Context: an optimization exercise on an open-source flow, tuned for small area, a short achievable clock period and few clock cycles per item. The choices shown serve that exercise and are no tape-out recipe. Only simulation tests tie the RTL to the original design; equivalence was not proved.

==> v26: inputs <==
// mult_ex
module mult_ex #(
    parameter WIDTH = 32
) (
    input  logic            clk,
    input  logic            rst_n,
    input  logic[WIDTH-1:0] a,
    input  logic[WIDTH-1:0] b,
    output logic[WIDTH-1:0] lo,
    output logic[WIDTH-1:0] hi,
    input  logic           valid_in,
    output logic           ready_out,
    output logic           valid_out,
    input  logic           ready_in
);
logic v0, v1, head_v, sk, rdy;
logic st;
logic [WIDTH-1:0] a_r, skid_a, skid_b, a_m, b_m;
logic [63:0] res, head;
logic [16:0] e_one, e_two, e_neg;
logic [16:0] n_one, n_two, n_neg;
logic pp1;
logic pp2;
logic pp3;
logic pp4;
logic pp5;
logic pp6;
logic pp7;
logic pp8;
logic pp9;
logic pp10;
logic pp11;
logic pp12;
logic pp13;
logic pp14;
logic pp15;
logic pp16;
logic pp17;
logic pp18;
logic pp19;
logic pp20;
logic pp21;
logic pp22;
logic pp23;
logic pp24;
logic pp25;
logic pp26;
logic pp27;
logic pp28;
logic pp29;
logic pp30;
logic pp31;
logic pp32;
logic pp33;
logic ns34;
logic pp35;
logic pp36;
logic pp37;
logic pp38;
logic pp39;
logic pp40;
logic pp41;
logic pp42;
logic pp43;
logic pp44;
logic pp45;
logic pp46;
logic pp47;
logic pp48;
logic pp49;
logic pp50;
  ...
==> flow/config.mk <==
export PLATFORM = sky130hd
export DESIGN_NAME = mult_ex
export DESIGN_NICKNAME = mult_ex
export VERILOG_FILES = /design/flow/design.v
export SDC_FILE = /design/flow/constraint.sdc
export NUM_CORES = 4
export LEC_CHECK = 0
export ABC_AREA = 1
export CAP_MARGIN = 20
export CORE_MARGIN = 2
export CORE_UTILIZATION = 55
export SLEW_MARGIN = 20
==> flow/constraint.sdc <==
create_clock -name core_clock -period 11.0 [get_ports {clk}]
set_input_delay 2.2000 -clock core_clock [delete_from_list [all_inputs] [get_ports {clk}]]
set_output_delay 2.2000 -clock core_clock [all_outputs]
set_load 0.01 [all_outputs]
standard.sh (not shown) runs the stock make flow with config.mk's settings and CLKGATE_MAP_FILE= SYNTH_SCRIPT=/design/flow/synth_recipe.tcl, a recipe that flattens the netlist after the stock synthesis.
==> flow/flow/run.sh <==
#!/bin/bash
set -euo pipefail
sed '1s/-noshare /-noshare -noabc /' synth_recipe.tcl > flow_synth.tcl
grep -q -- '-noabc' flow_synth.tcl
bash standard.sh SYNTH_SCRIPT="$PWD/flow_synth.tcl" \
    "BUFFER_PORTS_ARGS=-buffer_cell sky130_fd_sc_hd__buf_4" \
    MATCH_CELL_FOOTPRINT=0 SETUP_SLACK_MARGIN=7.3 finish > standard_flow.log 2>&1
==> v35 (differences from v26) <==
- ABC_AREA: 1 -> unset
- ABC_CLOCK_PERIOD_IN_PS: unset -> 3000
- CTS_CLUSTER_DIAMETER: unset -> 100
- CTS_CLUSTER_SIZE: unset -> 30
==> v14 (differences from v26) <==
==> flow/flow/run.sh (replaced) <==
#!/bin/bash
set -euo pipefail
sed '1s/-noshare /-noshare -noabc /' synth_recipe.tcl > flow_synth.tcl
grep -q -- '-noabc' flow_synth.tcl
bash standard.sh SYNTH_SCRIPT="$PWD/flow_synth.tcl" \
    "BUFFER_PORTS_ARGS=-buffer_cell sky130_fd_sc_hd__buf_2" \
    MATCH_CELL_FOOTPRINT=0 SETUP_SLACK_MARGIN=7.3 finish > standard_flow.log 2>&1
- ABC_AREA: 1 -> unset
- ABC_CLOCK_PERIOD_IN_PS: unset -> 3000
- CTS_BUF_LIST: unset -> sky130_fd_sc_hd__clkbuf_8
==> qor summary <==
item                                                                           v26                        v35                      v14
Result of the run                                          complete, no violations    complete, no violations  complete, no violations
Detailed-routed wire length on met3                                       19500 um                   16400 um                 16500 um
Max frequency                                                            0.268 GHz                  0.261 GHz                0.263 GHz
Share of layout cells above drive strength 1                                 11.2%                      14.7%                    15.7%
Number of inserted diodes                                                        4                          0                        1
Worst Hold Endpoint                                              skid_a[7]$_DFF_P_          skid_a[1]$_DFF_P_       skid_a[14]$_DFF_P_
Number of cells in the finished layout apart from fillers                     4773                       3844                     3921
Routed WL per cell                                                         28.1 um                    29.7 um                  29.0 um
HPWL after detailed placement                                             87500 um                   67700 um                 67800 um
Area occupied by multi-input gates                                     0.0236 mm^2                0.0237 mm^2              0.0236 mm^2
Fraction of the yosys area taken by sequential cells                         29.2%                      30.5%                    30.5%
Arrival time worst endpoint                                                4.01 ns                    4.16 ns                  4.19 ns
Final-layout clock buffer total                                                 60                         26                       76
Placeable core region                                                  0.0673 mm^2                0.0643 mm^2              0.0643 mm^2
Multi-input gates                                                             2700                       2181                     2181
Setup bufs post-CTS                                                             14                         19                       12
Signal buffers                                                                 235                        250                      246
# Taps                                                                         873                        855                      855
Slowest cell on the critical path                            sky130_fd_sc_hd__fa_1  sky130_fd_sc_hd__edfxtp_1    sky130_fd_sc_hd__fa_2
Synthesized netlist cell count                                                3849                       3015                     3015
Detailed-route vias per instance                                              6.34                       6.72                     6.63
Testbench counts of v26, summed over its fixed seeds: cycles 2,072, items 2,048.
Testbench counts of v35, summed over its fixed seeds: cycles 2,072, items 2,048.
Testbench counts of v14, summed over its fixed seeds: cycles 2,072, items 2,048.


==> inputs of build 47 <==
Starting RTL as in the previous note.
clock: 11.0 ns
lec_check: 0
abc_clock_period_in_ps: 3000
cap_margin: 20
core_margin: 2
core_utilization: 55
slew_margin: 20
==> flow/flow/run.sh <==
#!/bin/bash
set -euo pipefail
sed '1s/-noshare /-noshare -noabc /' synth_recipe.tcl > flow_synth.tcl
grep -q -- '-noabc' flow_synth.tcl
bash standard.sh SYNTH_SCRIPT="$PWD/flow_synth.tcl" \
    "BUFFER_PORTS_ARGS=-buffer_cell sky130_fd_sc_hd__buf_4" \
    MATCH_CELL_FOOTPRINT=0 SETUP_SLACK_MARGIN=7.3 finish > standard_flow.log 2>&1
==> trial 95 (differences from build 47) <==
--- a/flow/config.mk
+++ b/flow/config.mk
@@ -8,5 +8,5 @@
 export ABC_CLOCK_PERIOD_IN_PS = 3000
 export CAP_MARGIN = 20
 export CORE_MARGIN = 2
-export CORE_UTILIZATION = 55
+export CORE_UTILIZATION = 65
 export SLEW_MARGIN = 20
==> out/metrics.csv <==
stage,metric,value,unit
run_status,status,no timing/DRC/antenna violations,
finish,fraction of area in multi-input gates,59.6,%
global_routing,Total GRT Usage,34.2,%
floorplan,Tapcell Cnt,855,
finish,layout net count,3643,
clock_network,post-CTS repair timing setup buffer count,18,
sta,skew final,0.0213,ns
finish,"Core Util, Final",61.7,%
placed_design,RD Place Congestion,0.887,
detailed_routing,met2 wire len,47.6,mm
finish,area delta synth->final,11.1,%
floorplan,FP Rows,93,
setup_path,CP Max Fanout,3,
setup_path,critical path arrival,4.09,ns
the above is filed under build 47

==> out/metrics.csv <==
stage,metric,value,unit
finish,FF+latch count,386,
placed_design,RD Place Congestion,0.933,
detailed_routing,met2 wire len,45.7,mm
finish,fraction of area in multi-input gates,59.9,%
finish,area delta synth->final,10.3,%
setup_path,CP Max Fanout,5,
floorplan,FP Rows,85,
setup_path,critical path arrival,4.15,ns
global_routing,met1 Use GR,51.5,%
run_status,status,no timing/DRC/antenna violations,
finish,layout net count,3638,
clock_network,post-CTS repair timing setup buffer count,14,
global_routing,Total GRT Usage,38.9,%
floorplan,Tapcell Cnt,696,
the above is filed under trial 95

Testbench counts of build 47, summed over its fixed seeds: cycles 2,072, items 2,048.
Testbench counts of trial 95, summed over its fixed seeds: cycles 2,072, items 2,048.

re-timing with driven ports:
No port has a modelled driver above. Below, the same layouts with a new extraction and two added sets of constraints.
Step 1 sets driving cells, clkbuf_16 on the clock port and buf_2 on the other inputs (assumed; they add their load-dependent delay and slew).
Step 2 times the ports against the registers' clock, not the clock port: input delays grow and output delays shrink by t, the midpoint of the rising clock arrivals with the driver on.
Three values: ideal ports, drivers, drivers and shift; two values: the first two.
run	t, ns	setup slack, ns	worst data-port slew with drivers (ns)
v26	0.657	7.264 / 7.264 / 6.866	0.05
v35	0.639	7.171 / 7.171 / 7.128	0.04
v14	0.718	7.201 / 7.201 / 6.747	0.03
build 47	0.643	7.228 / 7.228 / 7.093	0.04
trial 95	0.637	7.174 / 7.174 / 6.933	0.04
After both steps every run listed still meets setup and hold. For v14, which loses most, drivers alone change the setup slack by 0.000 ns; drivers and shift together by -0.454 ns.
